Context: an optimization exercise on an open-source flow, tuned for small area, a short achievable clock period and few clock cycles per item. The choices shown serve that exercise and are no tape-out recipe. The RTL was checked by simulation tests, not by an equivalence proof against the original design. Power and IR drop assume default switching activity.

==> inputs of run a <==
## core
module core(
            input wire        clk,
            input wire        rst,
            input wire        mem_ready,
            input wire [31:0] mem_read_data,
            output reg [31:0] mem_addr,
            output reg        mem_read_valid,
            output reg        mem_write_valid,
            output wire [31:0] mem_write_data,
            output reg [1:0]  mem_width,
            output reg        instruction_retired
);
   reg [31:0]  rf [1:31];
   reg [31:1]  rf_v;
   reg         ob;       
   reg         ob_ld;    
   reg         ob_st;    
   reg         ob_k;     
   reg         pd;       
   reg         pt;       
   reg         sp;       
   reg         ld_pend;  
   reg [4:0]   ld_rd;
   reg [31:0]  ir;
   reg [31:2]  pc;
   reg [1:0]   st;       
   reg [31:0]  op1, op2;
   reg [1:0]   rc;       
   assign mem_write_data = op2;
   wire [4:0]  opc = ir[6:2];
   wire [4:0]  rd  = ir[11:7];
   wire [2:0]  f3  = ir[14:12];
   wire [4:0]  rs1 = ir[19:15];
   wire [4:0]  rs2 = ir[24:20];
  ...
clock: 10.0 ns
lec_check: 0
cap_margin: 20
core_margin: 2
core_utilization: 40
slew_margin: 20
run.sh (not shown) runs the stock make flow with config.mk's settings and CLKGATE_MAP_FILE= SYNTH_SCRIPT=/design/flow/synth_recipe.tcl, a recipe that flattens the netlist after the stock synthesis.
==> inputs of run b, as changes to run a <==
- ABC_CLOCK_PERIOD_IN_PS: default -> 2500
- SETUP_SLACK_MARGIN: default -> 5
==> flow_summary.ini <==
[outcome]
status = finished clean

[timing]
min_period_ns = 6.31
slew_headroom_pct = 14.2

[power_and_ir_drop]
cellInternalPower_uw = 9400

[run]
cap_violations = 0

[hold_path]
min-delay-start = mem_width[1]$_SDFFE_PP1P_

[drt]
firstDrtPassIters = 5
the above is filed under run a

==> flow_summary.ini <==
[outcome]
so_faults = max-capacitance violations, max-slew violations
status = complete, but fails checks

[finish]
clk_share_pct = 5.51

[hold_path]
min-delay-start = rf_v[3]$_SDFFE_PP0P_

[drt]
firstDrtPassIters = 6

[run]
cap_violations = 1

[timing]
slew_violations = 3
fin_crit_sh_pct = 50.2
min_period_ns = 5.02
slew_headroom_pct = -3.60

[power_and_ir_drop]
cellInternalPower_uw = 9300
the above is filed under run b

Testbench counts of run a, summed over its fixed seeds: cycles 91,170, instrs 34,171.
Testbench counts of run b, summed over its fixed seeds: cycles 91,170, instrs 34,171.

* * *

==> job 2977: inputs <==
core, a different RTL version from the one above (not shown whole).
==> flow/design.v (excerpt) <==
module core(
            input wire        clk,
            input wire        rst,
            input wire        mem_ready,
            input wire [31:0] mem_read_data,
            output reg [31:0] mem_addr,
            output reg        mem_read_valid,
            output reg        mem_write_valid,
            output reg [31:0] mem_write_data,
            output reg [1:0]  mem_width,
            output reg        instruction_retired
);
==> flow/config.mk <==
export PLATFORM = sky130hd
export DESIGN_NAME = core
export DESIGN_NICKNAME = core
export VERILOG_FILES = /design/flow/design.v
export SDC_FILE = /design/flow/constraint.sdc
export NUM_CORES = 4
export LEC_CHECK = 0
export ABC_CLOCK_PERIOD_IN_PS = 3000
export CAP_MARGIN = 20
export CORE_MARGIN = 2
export CORE_UTILIZATION = 50
export CTS_CLUSTER_DIAMETER = 60
export CTS_CLUSTER_SIZE = 30
export SLEW_MARGIN = 20
==> flow/constraint.sdc <==
create_clock -name core_clock -period 10.0 [get_ports {clk}]
set_input_delay 2.0000 -clock core_clock [delete_from_list [all_inputs] [get_ports {clk}]]
set_output_delay 2.0000 -clock core_clock [all_outputs]
set_load 0.01 [all_outputs]
standard.sh (not shown) runs the stock make flow with config.mk's settings and CLKGATE_MAP_FILE= SYNTH_SCRIPT=/design/flow/synth_recipe.tcl, a recipe that flattens the netlist after the stock synthesis.
==> flow/flow/run.sh <==
#!/bin/bash
set -uo pipefail
bash standard.sh SETUP_SLACK_MARGIN=6.0 cts > make_to_cts.log 2>&1 || exit 1
bash standard.sh SETUP_SLACK_MARGIN=5.0 finish > make_finish.log 2>&1
==> inputs of job 3953, as changes to job 2977 <==
--- a/flow/design.v
+++ b/flow/design.v
@@ -51,22 +51,23 @@
    endfunction
    function classify_opi(input [31:0] w);
       classify_opi = w[6:2] == 5'b00100;
    endfunction
    function [9:0] rsel(input [31:0] w);
       reg alu;
       begin
          alu = w[6:2] == 5'b01100 || w[6:2] == 5'b00100;
-         rsel = {alu && w[14:12] == 3'd0, alu && w[14:12] == 3'd1,
+         rsel = {(alu && w[14:12] == 3'd0) || w[6:2] == 5'b01101 || w[6:2] == 5'b00101 ||
+                 w[6:2] == 5'b11011,
+                 alu && w[14:12] == 3'd1,
                  alu && w[14:12] == 3'd2, alu && w[14:12] == 3'd3,
                  alu && w[14:12] == 3'd4, alu && w[14:12] == 3'd5,
                  alu && w[14:12] == 3'd6, alu && w[14:12] == 3'd7,
-                 w[6:2] == 5'b01101 || w[6:2] == 5'b00101 || w[6:2] == 5'b11011,
-                 w[6:2] == 5'b11001};
+                 1'b0, w[6:2] == 5'b11001};
       end
    endfunction
    reg  [9:0]  rs;
    reg  [11:0] cls;
    wire        is_sub   = cls[11];
    wire        is_sra   = cls[10];
    wire        is_lui   = cls[9];
    wire        is_auipc = cls[8];
@@ -81,37 +82,47 @@
    wire        is_mem   = is_ld | is_st;
    wire [31:0] imm_i = {{20{ir[31]}}, ir[31:20]};
    wire [31:0] imm_s = {{20{ir[31]}}, ir[31:25], ir[11:7]};
    wire [31:0] imm_b = {{20{ir[31]}}, ir[7], ir[30:25], ir[11:8], 1'b0};
    wire [31:0] imm_u = {ir[31:12], 12'b0};
    wire [31:0] imm_j = {{12{ir[31]}}, ir[19:12], ir[20], ir[30:21], 1'b0};
    wire [4:0]  in_rs2 = mem_read_data[24:20];
    wire [4:0]  ra = (st == 2'd1) ? rs1 : in_rs2;
+   wire [4:0]  in_op  = mem_read_data[6:2];
+   wire        in_opi = in_op == 5'b00100;
+   wire        in_u   = in_op == 5'b01101 || in_op == 5'b00101;
+   wire        in_j   = in_op == 5'b11011;
+   wire        in_rs2u = in_op == 5'b01100 || in_op == 5'b11000 || in_op == 5'b01000;
+   wire [31:0] imm_in = in_opi ? {{20{mem_read_data[31]}}, mem_read_data[31:20]} :
+                        in_u ? {mem_read_data[31:12], 12'b0} : 32'd4;
    reg  [31:0] rv;
    integer     j;
+   wire        x1st   = st == 2'd1;
+   wire        o_pc   = x1st & (is_auipc | is_jal);
+   wire        o_any  = x1st & (is_auipc | is_jal | is_lui);
    always @* begin
-      rv = 32'd0;
+      rv = (w_d & {32{w_v && w_rd == ra && !o_any}}) | ({pc, 2'b00} & {32{o_pc}});
       for (j = 1; j < 32; j = j + 1)
-         rv = rv | (rf[j] & {32{ra == j && rf_v[j]}});
+         rv = rv | (rf[j] & {32{ra == j && rf_v[j] && !(w_v && w_rd == j) && !o_any}});
    end
    wire        haz1 = ld_pend && ld_rd != 5'd0 && (ld_rd == rs1 || ld_rd == rd);
    wire        haz2 = ld_pend && ld_rd != 5'd0 && ld_rd == rs2;
    wire [31:0] addsub = op1 + (op2 ^ {32{is_sub}}) + {31'd0, is_sub};
    wire        eq  = op1 == op2;
    wire        ltu = op1 < op2;
    wire        lt  = (op1[31] ^ op2[31]) ? op1[31] : ltu;
    wire        shl = rs[8];
    reg  [31:0] op1r;
    reg  [31:0] shr_r;
    integer     k;
    always @* begin
-      for (k = 0; k < 32; k = k + 1) op1r[k] = op1[31-k];
-   end
-   wire [31:0] shin = shl ? op1r : op1;
+      for (k = 0; k < 32; k = k + 1) op1r[k] = rv[31-k];
+   end
+   wire [31:0] shin = op1;
    wire signed [32:0] shx = {is_sra & op1[31], shin};
    wire signed [32:0] shr = shx >>> op2[4:0];
    always @* begin
       for (k = 0; k < 32; k = k + 1) shr_r[k] = shr[31-k];
    end
    wire        use_rs1 = is_ld | is_st | is_jalr;
    wire [31:0] aimm  = is_st ? imm_s : (is_ld | is_jalr) ? imm_i :
                        is_jal ? imm_j : is_br ? imm_b : imm_u;
@@ -121,17 +132,17 @@
    wire [31:2] pc4   = pc + 30'd1;
    wire        cond  = (f3[2] ? (f3[1] ? ltu : lt) : eq) ^ f3[0];
    wire        redir = is_jalr | (is_br & cond);
    wire [31:2] tgt   = is_jalr ? agen[31:2] : pcimm[31:2];
    wire [31:0] wd = ({32{rs[9]}} & addsub) | ({32{rs[8]}} & shr_r) |
                     {31'd0, rs[7] & lt} | {31'd0, rs[6] & ltu} |
                     ({32{rs[5]}} & (op1 ^ op2)) | ({32{rs[4]}} & shr[31:0]) |
                     ({32{rs[3]}} & (op1 | op2)) | ({32{rs[2]}} & op1 & op2) |
-                    ({32{rs[1]}} & op1) | ({32{rs[0]}} & {pc4, 2'b00});
+                    ({32{rs[0]}} & {pc4, 2'b00});
    wire        x1      = st == 2'd1 && !haz1 && !haz2;
    wire        x2      = st == 2'd2;
    wire        wbs     = st == 2'd3;
    wire        bus_free = ~ob | mem_ready;
    wire        ob_f    = ~ob_ld & ~ob_st;
    wire        ld_ans  = ob & ob_ld & mem_ready;
    wire        st_ans  = ob & ob_st & mem_ready;
    wire        x2_redir = x2 & redir;
@@ -156,29 +167,26 @@
    always @(posedge clk) begin
       if (w_v) rf[w_rd] <= w_d;
       if (rst) rf_v <= 32'd0;
       else if (w_v) rf_v[w_rd] <= 1'b1;
       w_v <= ~rst & ((ld_ans & ld_rd != 5'd0) | rf_we_x);
       w_rd <= ld_ans ? ld_rd : rd;
       w_d <= ld_ans ? mem_read_data : wd;
       if (arr) begin
-         if (classify_opi(mem_read_data)) op2 <= {{20{mem_read_data[31]}}, mem_read_data[31:20]};
-         else if (w_v && w_rd == in_rs2) op2 <= w_d;
-         else op2 <= rv;
+         op2 <= rv;
+      end else if (a1 && (is_opi | is_lui | is_auipc | is_jal)) begin
+         op2 <= is_opi ? imm_i : is_jal ? 32'd4 : imm_u;
       end else if (a1 && f2) begin
          op2 <= w_d;
-      end else if (st == 2'd1 && haz2 && ld_ans && !is_opi) begin
+      end else if (st == 2'd1 && haz2 && ld_ans && (is_op | is_br | is_st)) begin
          op2 <= mem_read_data;
       end
-      f2 <= x2 && wr_x2 && rd == in_rs2 && !classify_opi(mem_read_data);
-      if (x1) op1 <= is_lui ? imm_u :
-                     is_auipc ? asum :
-                     is_jal ? {pc4, 2'b00} :
-                     (w_v && w_rd == rs1) ? w_d : rv;
+      f2 <= x2 && wr_x2 && rd == in_rs2 && in_rs2u;
+      if (x1) op1 <= rs[8] ? op1r : rv;
       a1 <= acc & ~rst;
       if (arr) begin
          ir <= mem_read_data;
          cls <= classify(mem_read_data);
          rs <= rsel(mem_read_data);
          pc <= mem_addr[31:2];
       end
       if (rst) st <= 2'd0;
@@ -197,18 +205,20 @@
          ob_k <= 1'b0;
          pd <= 1'b0;
          pt <= 1'b0;
          sp <= 1'b0;
          ld_pend <= 1'b0;
       end else begin
          mem_read_valid <= iss & ~(iss_d & is_st);
          mem_write_valid <= iss_d & is_st;
-         if (iss) begin
-            mem_addr <= dreq ? agen : treq ? {tgt, 2'b00} : {seq_a, 2'b00};
+         if (bus_free) begin
+            mem_addr <= (x2 & is_br & cond) ? {pcimm[31:2], 2'b00} :
+                        dreq ? agen :
+                        (pt | jreq | (x2 & is_jalr)) ? {tgt, 2'b00} : {seq_a, 2'b00};
             mem_width <= dreq ? {f3[1], f3[0] & ~f3[1]} : 2'd2;
          end
          if (iss_d) mem_write_data <= op2;
          if (iss) begin
             ob <= 1'b1;
             ob_ld <= iss_d & is_ld;
             ob_st <= iss_d & is_st;
             ob_k <= 1'b0;
==> flow/flow/run.sh (replaced) <==
#!/bin/bash
set -uo pipefail
bash standard.sh SETUP_SLACK_MARGIN=6.0 cts > make_to_cts.log 2>&1 || exit 1
bash standard.sh SETUP_SLACK_MARGIN=5.8 finish > make_finish.log 2>&1
==> flow/config.mk (replaced) <==
export PLATFORM = sky130hd
export DESIGN_NAME = core
export DESIGN_NICKNAME = core
export VERILOG_FILES = /design/flow/design.v
export SDC_FILE = /design/flow/constraint.sdc
export NUM_CORES = 4
export LEC_CHECK = 0
export ABC_CLOCK_PERIOD_IN_PS = 3000
export CAP_MARGIN = 20
export CORE_MARGIN = 2
export CORE_UTILIZATION = 60
export CTS_CLUSTER_DIAMETER = 60
export CTS_CLUSTER_SIZE = 30
export SLEW_MARGIN = 20
==> inputs of job 3156, as changes to job 2977 <==
--- a/flow/design.v
+++ b/flow/design.v
@@ -23,17 +23,17 @@
    reg [4:0]   ld_rd;
    reg [31:0]  ir;
    reg [31:2]  pc;
    reg [1:0]   st;       
    reg [31:0]  op1, op2;
    reg         w_v;      
    reg [4:0]   w_rd;
    reg [31:0]  w_d;
-   reg [1:0]   rc;
+   reg [1:0]   rc;       
    reg         a1;       
    reg         f2;       
    wire [4:0]  opc = ir[6:2];
    wire [4:0]  rd  = ir[11:7];
    wire [2:0]  f3  = ir[14:12];
    wire [4:0]  rs1 = ir[19:15];
    wire [4:0]  rs2 = ir[24:20];
    function [11:0] classify(input [31:0] w);
@@ -44,29 +44,27 @@
                      (o == 5'b01100 || o == 5'b00100) && w[30] && w[14:12] == 3'd5,
                      o == 5'b01101, o == 5'b00101, o == 5'b11011, o == 5'b11001,
                      o == 5'b11000, o == 5'b00000, o == 5'b01000, o == 5'b00100,
                      o == 5'b01100,
                      (o == 5'b01101 || o == 5'b00101 || o == 5'b11011 || o == 5'b11001 ||
                       o == 5'b00100 || o == 5'b01100) && w[11:7] != 5'd0};
       end
    endfunction
-   function classify_opi(input [31:0] w);
-      classify_opi = w[6:2] == 5'b00100;
-   endfunction
    function [9:0] rsel(input [31:0] w);
       reg alu;
       begin
          alu = w[6:2] == 5'b01100 || w[6:2] == 5'b00100;
-         rsel = {alu && w[14:12] == 3'd0, alu && w[14:12] == 3'd1,
+         rsel = {(alu && w[14:12] == 3'd0) || w[6:2] == 5'b01101 || w[6:2] == 5'b00101 ||
+                 w[6:2] == 5'b11011,
+                 alu && w[14:12] == 3'd1,
                  alu && w[14:12] == 3'd2, alu && w[14:12] == 3'd3,
                  alu && w[14:12] == 3'd4, alu && w[14:12] == 3'd5,
                  alu && w[14:12] == 3'd6, alu && w[14:12] == 3'd7,
-                 w[6:2] == 5'b01101 || w[6:2] == 5'b00101 || w[6:2] == 5'b11011,
-                 w[6:2] == 5'b11001};
+                 1'b0, w[6:2] == 5'b11001};
       end
    endfunction
    reg  [9:0]  rs;
    reg  [11:0] cls;
    wire        is_sub   = cls[11];
    wire        is_sra   = cls[10];
    wire        is_lui   = cls[9];
    wire        is_auipc = cls[8];
@@ -81,37 +79,42 @@
    wire        is_mem   = is_ld | is_st;
    wire [31:0] imm_i = {{20{ir[31]}}, ir[31:20]};
    wire [31:0] imm_s = {{20{ir[31]}}, ir[31:25], ir[11:7]};
    wire [31:0] imm_b = {{20{ir[31]}}, ir[7], ir[30:25], ir[11:8], 1'b0};
    wire [31:0] imm_u = {ir[31:12], 12'b0};
    wire [31:0] imm_j = {{12{ir[31]}}, ir[19:12], ir[20], ir[30:21], 1'b0};
    wire [4:0]  in_rs2 = mem_read_data[24:20];
    wire [4:0]  ra = (st == 2'd1) ? rs1 : in_rs2;
+   wire [4:0]  in_op  = mem_read_data[6:2];
+   wire        in_rs2u = in_op == 5'b01100 || in_op == 5'b11000 || in_op == 5'b01000;
    reg  [31:0] rv;
    integer     j;
+   wire        x1st   = st == 2'd1;
+   wire        o_pc   = x1st & (is_auipc | is_jal);
+   wire        o_any  = x1st & (is_auipc | is_jal | is_lui);
    always @* begin
-      rv = 32'd0;
+      rv = (w_d & {32{w_v && w_rd == ra && !o_any}}) | ({pc, 2'b00} & {32{o_pc}});
       for (j = 1; j < 32; j = j + 1)
-         rv = rv | (rf[j] & {32{ra == j && rf_v[j]}});
+         rv = rv | (rf[j] & {32{ra == j && rf_v[j] && !(w_v && w_rd == j) && !o_any}});
    end
    wire        haz1 = ld_pend && ld_rd != 5'd0 && (ld_rd == rs1 || ld_rd == rd);
    wire        haz2 = ld_pend && ld_rd != 5'd0 && ld_rd == rs2;
    wire [31:0] addsub = op1 + (op2 ^ {32{is_sub}}) + {31'd0, is_sub};
    wire        eq  = op1 == op2;
    wire        ltu = op1 < op2;
    wire        lt  = (op1[31] ^ op2[31]) ? op1[31] : ltu;
    wire        shl = rs[8];
    reg  [31:0] op1r;
    reg  [31:0] shr_r;
    integer     k;
    always @* begin
-      for (k = 0; k < 32; k = k + 1) op1r[k] = op1[31-k];
-   end
-   wire [31:0] shin = shl ? op1r : op1;
+      for (k = 0; k < 32; k = k + 1) op1r[k] = rv[31-k];
+   end
+   wire [31:0] shin = op1;
    wire signed [32:0] shx = {is_sra & op1[31], shin};
    wire signed [32:0] shr = shx >>> op2[4:0];
    always @* begin
       for (k = 0; k < 32; k = k + 1) shr_r[k] = shr[31-k];
    end
    wire        use_rs1 = is_ld | is_st | is_jalr;
    wire [31:0] aimm  = is_st ? imm_s : (is_ld | is_jalr) ? imm_i :
                        is_jal ? imm_j : is_br ? imm_b : imm_u;
@@ -121,17 +124,17 @@
    wire [31:2] pc4   = pc + 30'd1;
    wire        cond  = (f3[2] ? (f3[1] ? ltu : lt) : eq) ^ f3[0];
    wire        redir = is_jalr | (is_br & cond);
    wire [31:2] tgt   = is_jalr ? agen[31:2] : pcimm[31:2];
    wire [31:0] wd = ({32{rs[9]}} & addsub) | ({32{rs[8]}} & shr_r) |
                     {31'd0, rs[7] & lt} | {31'd0, rs[6] & ltu} |
                     ({32{rs[5]}} & (op1 ^ op2)) | ({32{rs[4]}} & shr[31:0]) |
                     ({32{rs[3]}} & (op1 | op2)) | ({32{rs[2]}} & op1 & op2) |
-                    ({32{rs[1]}} & op1) | ({32{rs[0]}} & {pc4, 2'b00});
+                    ({32{rs[0]}} & {pc4, 2'b00});
    wire        x1      = st == 2'd1 && !haz1 && !haz2;
    wire        x2      = st == 2'd2;
    wire        wbs     = st == 2'd3;
    wire        bus_free = ~ob | mem_ready;
    wire        ob_f    = ~ob_ld & ~ob_st;
    wire        ld_ans  = ob & ob_ld & mem_ready;
    wire        st_ans  = ob & ob_st & mem_ready;
    wire        x2_redir = x2 & redir;
@@ -156,29 +159,26 @@
    always @(posedge clk) begin
       if (w_v) rf[w_rd] <= w_d;
       if (rst) rf_v <= 32'd0;
       else if (w_v) rf_v[w_rd] <= 1'b1;
       w_v <= ~rst & ((ld_ans & ld_rd != 5'd0) | rf_we_x);
       w_rd <= ld_ans ? ld_rd : rd;
       w_d <= ld_ans ? mem_read_data : wd;
       if (arr) begin
-         if (classify_opi(mem_read_data)) op2 <= {{20{mem_read_data[31]}}, mem_read_data[31:20]};
-         else if (w_v && w_rd == in_rs2) op2 <= w_d;
-         else op2 <= rv;
+         op2 <= rv;
+      end else if (a1 && (is_opi | is_lui | is_auipc | is_jal)) begin
+         op2 <= is_opi ? imm_i : is_jal ? 32'd4 : imm_u;
       end else if (a1 && f2) begin
          op2 <= w_d;
-      end else if (st == 2'd1 && haz2 && ld_ans && !is_opi) begin
+      end else if (st == 2'd1 && haz2 && ld_ans && (is_op | is_br | is_st)) begin
          op2 <= mem_read_data;
       end
-      f2 <= x2 && wr_x2 && rd == in_rs2 && !classify_opi(mem_read_data);
-      if (x1) op1 <= is_lui ? imm_u :
-                     is_auipc ? asum :
-                     is_jal ? {pc4, 2'b00} :
-                     (w_v && w_rd == rs1) ? w_d : rv;
+      f2 <= x2 && wr_x2 && rd == in_rs2 && in_rs2u;
+      if (x1) op1 <= rs[8] ? op1r : rv;
       a1 <= acc & ~rst;
       if (arr) begin
          ir <= mem_read_data;
          cls <= classify(mem_read_data);
          rs <= rsel(mem_read_data);
          pc <= mem_addr[31:2];
       end
       if (rst) st <= 2'd0;
@@ -197,18 +197,20 @@
          ob_k <= 1'b0;
          pd <= 1'b0;
          pt <= 1'b0;
          sp <= 1'b0;
          ld_pend <= 1'b0;
       end else begin
          mem_read_valid <= iss & ~(iss_d & is_st);
          mem_write_valid <= iss_d & is_st;
-         if (iss) begin
-            mem_addr <= dreq ? agen : treq ? {tgt, 2'b00} : {seq_a, 2'b00};
+         if (bus_free) begin
+            mem_addr <= (x2 & is_br & cond) ? {pcimm[31:2], 2'b00} :
+                        dreq ? agen :
+                        (pt | jreq | (x2 & is_jalr)) ? {tgt, 2'b00} : {seq_a, 2'b00};
             mem_width <= dreq ? {f3[1], f3[0] & ~f3[1]} : 2'd2;
          end
          if (iss_d) mem_write_data <= op2;
          if (iss) begin
             ob <= 1'b1;
             ob_ld <= iss_d & is_ld;
             ob_st <= iss_d & is_st;
             ob_k <= 1'b0;
==> flow/flow/run.sh (replaced) <==
#!/bin/bash
set -uo pipefail
bash standard.sh SETUP_SLACK_MARGIN=6.0 cts > make_to_cts.log 2>&1 || exit 1
bash standard.sh SETUP_SLACK_MARGIN=5.8 finish > make_finish.log 2>&1
==> inputs of job 9355, as changes to job 2977 <==
--- a/flow/design.v
+++ b/flow/design.v
@@ -51,22 +51,23 @@
    endfunction
    function classify_opi(input [31:0] w);
       classify_opi = w[6:2] == 5'b00100;
    endfunction
    function [9:0] rsel(input [31:0] w);
       reg alu;
       begin
          alu = w[6:2] == 5'b01100 || w[6:2] == 5'b00100;
-         rsel = {alu && w[14:12] == 3'd0, alu && w[14:12] == 3'd1,
+         rsel = {(alu && w[14:12] == 3'd0) || w[6:2] == 5'b01101 || w[6:2] == 5'b00101 ||
+                 w[6:2] == 5'b11011,
+                 alu && w[14:12] == 3'd1,
                  alu && w[14:12] == 3'd2, alu && w[14:12] == 3'd3,
                  alu && w[14:12] == 3'd4, alu && w[14:12] == 3'd5,
                  alu && w[14:12] == 3'd6, alu && w[14:12] == 3'd7,
-                 w[6:2] == 5'b01101 || w[6:2] == 5'b00101 || w[6:2] == 5'b11011,
-                 w[6:2] == 5'b11001};
+                 1'b0, w[6:2] == 5'b11001};
       end
    endfunction
    reg  [9:0]  rs;
    reg  [11:0] cls;
    wire        is_sub   = cls[11];
    wire        is_sra   = cls[10];
    wire        is_lui   = cls[9];
    wire        is_auipc = cls[8];
@@ -81,37 +82,47 @@
    wire        is_mem   = is_ld | is_st;
    wire [31:0] imm_i = {{20{ir[31]}}, ir[31:20]};
    wire [31:0] imm_s = {{20{ir[31]}}, ir[31:25], ir[11:7]};
    wire [31:0] imm_b = {{20{ir[31]}}, ir[7], ir[30:25], ir[11:8], 1'b0};
    wire [31:0] imm_u = {ir[31:12], 12'b0};
    wire [31:0] imm_j = {{12{ir[31]}}, ir[19:12], ir[20], ir[30:21], 1'b0};
    wire [4:0]  in_rs2 = mem_read_data[24:20];
    wire [4:0]  ra = (st == 2'd1) ? rs1 : in_rs2;
+   wire [4:0]  in_op  = mem_read_data[6:2];
+   wire        in_opi = in_op == 5'b00100;
+   wire        in_u   = in_op == 5'b01101 || in_op == 5'b00101;
+   wire        in_j   = in_op == 5'b11011;
+   wire        in_rs2u = in_op == 5'b01100 || in_op == 5'b11000 || in_op == 5'b01000;
+   wire [31:0] imm_in = in_opi ? {{20{mem_read_data[31]}}, mem_read_data[31:20]} :
+                        in_u ? {mem_read_data[31:12], 12'b0} : 32'd4;
    reg  [31:0] rv;
    integer     j;
+   wire        x1st   = st == 2'd1;
+   wire        o_pc   = x1st & (is_auipc | is_jal);
+   wire        o_any  = x1st & (is_auipc | is_jal | is_lui);
    always @* begin
-      rv = 32'd0;
+      rv = (w_d & {32{w_v && w_rd == ra && !o_any}}) | ({pc, 2'b00} & {32{o_pc}});
       for (j = 1; j < 32; j = j + 1)
-         rv = rv | (rf[j] & {32{ra == j && rf_v[j]}});
+         rv = rv | (rf[j] & {32{ra == j && rf_v[j] && !(w_v && w_rd == j) && !o_any}});
    end
    wire        haz1 = ld_pend && ld_rd != 5'd0 && (ld_rd == rs1 || ld_rd == rd);
    wire        haz2 = ld_pend && ld_rd != 5'd0 && ld_rd == rs2;
    wire [31:0] addsub = op1 + (op2 ^ {32{is_sub}}) + {31'd0, is_sub};
    wire        eq  = op1 == op2;
    wire        ltu = op1 < op2;
    wire        lt  = (op1[31] ^ op2[31]) ? op1[31] : ltu;
    wire        shl = rs[8];
    reg  [31:0] op1r;
    reg  [31:0] shr_r;
    integer     k;
    always @* begin
-      for (k = 0; k < 32; k = k + 1) op1r[k] = op1[31-k];
-   end
-   wire [31:0] shin = shl ? op1r : op1;
+      for (k = 0; k < 32; k = k + 1) op1r[k] = rv[31-k];
+   end
+   wire [31:0] shin = op1;
    wire signed [32:0] shx = {is_sra & op1[31], shin};
    wire signed [32:0] shr = shx >>> op2[4:0];
    always @* begin
       for (k = 0; k < 32; k = k + 1) shr_r[k] = shr[31-k];
    end
    wire        use_rs1 = is_ld | is_st | is_jalr;
    wire [31:0] aimm  = is_st ? imm_s : (is_ld | is_jalr) ? imm_i :
                        is_jal ? imm_j : is_br ? imm_b : imm_u;
@@ -121,17 +132,17 @@
    wire [31:2] pc4   = pc + 30'd1;
    wire        cond  = (f3[2] ? (f3[1] ? ltu : lt) : eq) ^ f3[0];
    wire        redir = is_jalr | (is_br & cond);
    wire [31:2] tgt   = is_jalr ? agen[31:2] : pcimm[31:2];
    wire [31:0] wd = ({32{rs[9]}} & addsub) | ({32{rs[8]}} & shr_r) |
                     {31'd0, rs[7] & lt} | {31'd0, rs[6] & ltu} |
                     ({32{rs[5]}} & (op1 ^ op2)) | ({32{rs[4]}} & shr[31:0]) |
                     ({32{rs[3]}} & (op1 | op2)) | ({32{rs[2]}} & op1 & op2) |
-                    ({32{rs[1]}} & op1) | ({32{rs[0]}} & {pc4, 2'b00});
+                    ({32{rs[0]}} & {pc4, 2'b00});
    wire        x1      = st == 2'd1 && !haz1 && !haz2;
    wire        x2      = st == 2'd2;
    wire        wbs     = st == 2'd3;
    wire        bus_free = ~ob | mem_ready;
    wire        ob_f    = ~ob_ld & ~ob_st;
    wire        ld_ans  = ob & ob_ld & mem_ready;
    wire        st_ans  = ob & ob_st & mem_ready;
    wire        x2_redir = x2 & redir;
@@ -156,29 +167,26 @@
    always @(posedge clk) begin
       if (w_v) rf[w_rd] <= w_d;
       if (rst) rf_v <= 32'd0;
       else if (w_v) rf_v[w_rd] <= 1'b1;
       w_v <= ~rst & ((ld_ans & ld_rd != 5'd0) | rf_we_x);
       w_rd <= ld_ans ? ld_rd : rd;
       w_d <= ld_ans ? mem_read_data : wd;
       if (arr) begin
-         if (classify_opi(mem_read_data)) op2 <= {{20{mem_read_data[31]}}, mem_read_data[31:20]};
-         else if (w_v && w_rd == in_rs2) op2 <= w_d;
-         else op2 <= rv;
+         op2 <= rv;
+      end else if (a1 && (is_opi | is_lui | is_auipc | is_jal)) begin
+         op2 <= is_opi ? imm_i : is_jal ? 32'd4 : imm_u;
       end else if (a1 && f2) begin
          op2 <= w_d;
-      end else if (st == 2'd1 && haz2 && ld_ans && !is_opi) begin
+      end else if (st == 2'd1 && haz2 && ld_ans && (is_op | is_br | is_st)) begin
          op2 <= mem_read_data;
       end
-      f2 <= x2 && wr_x2 && rd == in_rs2 && !classify_opi(mem_read_data);
-      if (x1) op1 <= is_lui ? imm_u :
-                     is_auipc ? asum :
-                     is_jal ? {pc4, 2'b00} :
-                     (w_v && w_rd == rs1) ? w_d : rv;
+      f2 <= x2 && wr_x2 && rd == in_rs2 && in_rs2u;
+      if (x1) op1 <= rs[8] ? op1r : rv;
       a1 <= acc & ~rst;
       if (arr) begin
          ir <= mem_read_data;
          cls <= classify(mem_read_data);
          rs <= rsel(mem_read_data);
          pc <= mem_addr[31:2];
       end
       if (rst) st <= 2'd0;
==> flow/flow/run.sh (replaced) <==
#!/bin/bash
set -uo pipefail
bash standard.sh SETUP_SLACK_MARGIN=6.2 cts > make_to_cts.log 2>&1 || exit 1
bash standard.sh SETUP_SLACK_MARGIN=5.5 finish > make_finish.log 2>&1
==> summary.txt <==
Job 9355 ran to the end with no violations. Job 3953 completed with no timing, DRC or antenna violations. Job 3156 completed without violations. Job 2977 went through all stages and came out clean. Against job 9355, the count of clock-buffer cells in the layout of job 2977 is higher by 6. Sequential power, lowest first: job 2977, job 3156, job 9355, job 3953. The lowest power belongs to job 3156, the highest to job 9355. Die area: job 2977 > job 3156 > job 9355 > job 3953. Clock power: job 3156 is larger than job 3953 (about 5%). Synthesized area: job 3156 is higher than job 9355 (about 0.6%). The highest combinational power belongs to job 9355, the lowest to job 3156. The lowest routed wire length belongs to job 3953, the highest to job 2977. Non-clock buffer count: job 3953 is higher than job 3156 (23).
==> figures <==
Estimated wirelength of the detail-placed design: job 2977 143,000 um; job 3953 136,000 um; job 3156 141,000 um; job 9355 141,000 um
Status: job 2977 finished clean; job 3953 finished clean; job 3156 finished clean; job 9355 finished clean
Worst reg2reg setup slack: job 2977 5680 ps; job 3953 5750 ps; job 3156 5910 ps; job 9355 5930 ps
Combinational share of power: job 2977 0.175; job 3953 0.177; job 3156 0.165; job 9355 0.182
Startpoint of the tightest hold check path: job 2977 mem_width[1]; job 3953 mem_width[0]; job 3156 mem_width[0]; job 9355 mem_width[0]
Number of antenna violations at the first check in global routing: job 2977 9; job 3953 6; job 3156 12; job 9355 16
Crit start category: job 2977 register; job 3953 register; job 3156 primary input; job 9355 primary input
Combined flip-flop and latch cell area: job 2977 0.0375 sq mm; job 3953 0.0375 sq mm; job 3156 0.0375 sq mm; job 9355 0.0375 sq mm
Simple logic cell fraction of the synthesized area: job 2977 0.0906; job 3953 0.0927; job 3156 0.0933; job 9355 0.0964
WHS Endpoint: job 2977 mem_width[1]; job 3953 mem_width[0]; job 3156 mem_width[0]; job 9355 mem_width[0]
Path depth of the worst reg2reg path: job 2977 15; job 3953 14; job 3156 13; job 9355 18
Share of post-route cells with drive strength above 1: job 2977 0.189; job 3953 0.154; job 3156 0.148; job 9355 0.177
Worst setup startpoint: job 2977 cls[7]; job 3953 op1[14]; job 3156 mem_read_data[6]; job 9355 mem_read_data[21]
GRT Resource Usage Total: job 2977 0.414; job 3953 0.466; job 3156 0.391; job 9355 0.396
Post-Place Worst Slack: job 2977 3550 ps; job 3953 4080 ps; job 3156 3690 ps; job 9355 3970 ps
Xor/xnor share of the synthesized area: job 2977 0.0251; job 3953 0.0248; job 3156 0.0237; job 9355 0.0257
Setup crit end: job 2977 op1[17]; job 3953 mem_addr[29]; job 3156 rs[9]; job 9355 op1[2]
Power per cell area: job 2977 193 mW/mm^2; job 3953 203 mW/mm^2; job 3156 201 mW/mm^2; job 9355 202 mW/mm^2
First-pass DRT Iterations: job 2977 6; job 3953 8; job 3156 6; job 9355 7
RR Endpoint: job 2977 op1[17]; job 3953 mem_addr[29]; job 3156 mem_addr[20]; job 9355 mem_addr[31]
Testbench counts of job 2977, summed over its fixed seeds: cycles 89,831, instrs 34,171.
Testbench counts of job 3953, summed over its fixed seeds: cycles 89,831, instrs 34,171.
Testbench counts of job 3156, summed over its fixed seeds: cycles 89,831, instrs 34,171.
Testbench counts of job 9355, summed over its fixed seeds: cycles 89,831, instrs 34,171.

==> re-timing with driven ports <==
The results above use ideal ports. As a check the final layouts listed here were re-extracted and re-timed, cells and wires unchanged. Step 1: set_driving_cell puts a clkbuf_16 on clk and a buf_2 on each other input, an assumption about the parent block. Step 2 adds t to the input delays and takes it off the output delays; t is the mean of the earliest and latest rising clock arrival at the registers after step 1. Input paths then give back, and output paths get back, about the clock's delay inside the block. Three values: no drivers, after step 1, after step 2; two values: the first two.
| run | t, ns | setup slack, ns | pins driven straight from the clock port |
|---|---|---|---|
| run a | 0.837 | 3.688 / 3.688 / 3.234 | 1 |
| run b | 0.861 | 4.977 / 5.007 / 4.147 | 1 |
| job 2977 | 0.813 | 5.681 / 5.681 / 4.897 | 1 |
| job 3953 | 0.778 | 5.746 / 5.746 / 4.997 | 1 |
| job 3156 | 0.804 | 5.806 / 5.781 / 4.977 | 1 |
| job 9355 | 0.807 | 5.861 / 5.919 / 5.112 | 1 |
The setup slack of run b, which loses most, moves by +0.030 ns with the drivers and by -0.830 ns with both steps.
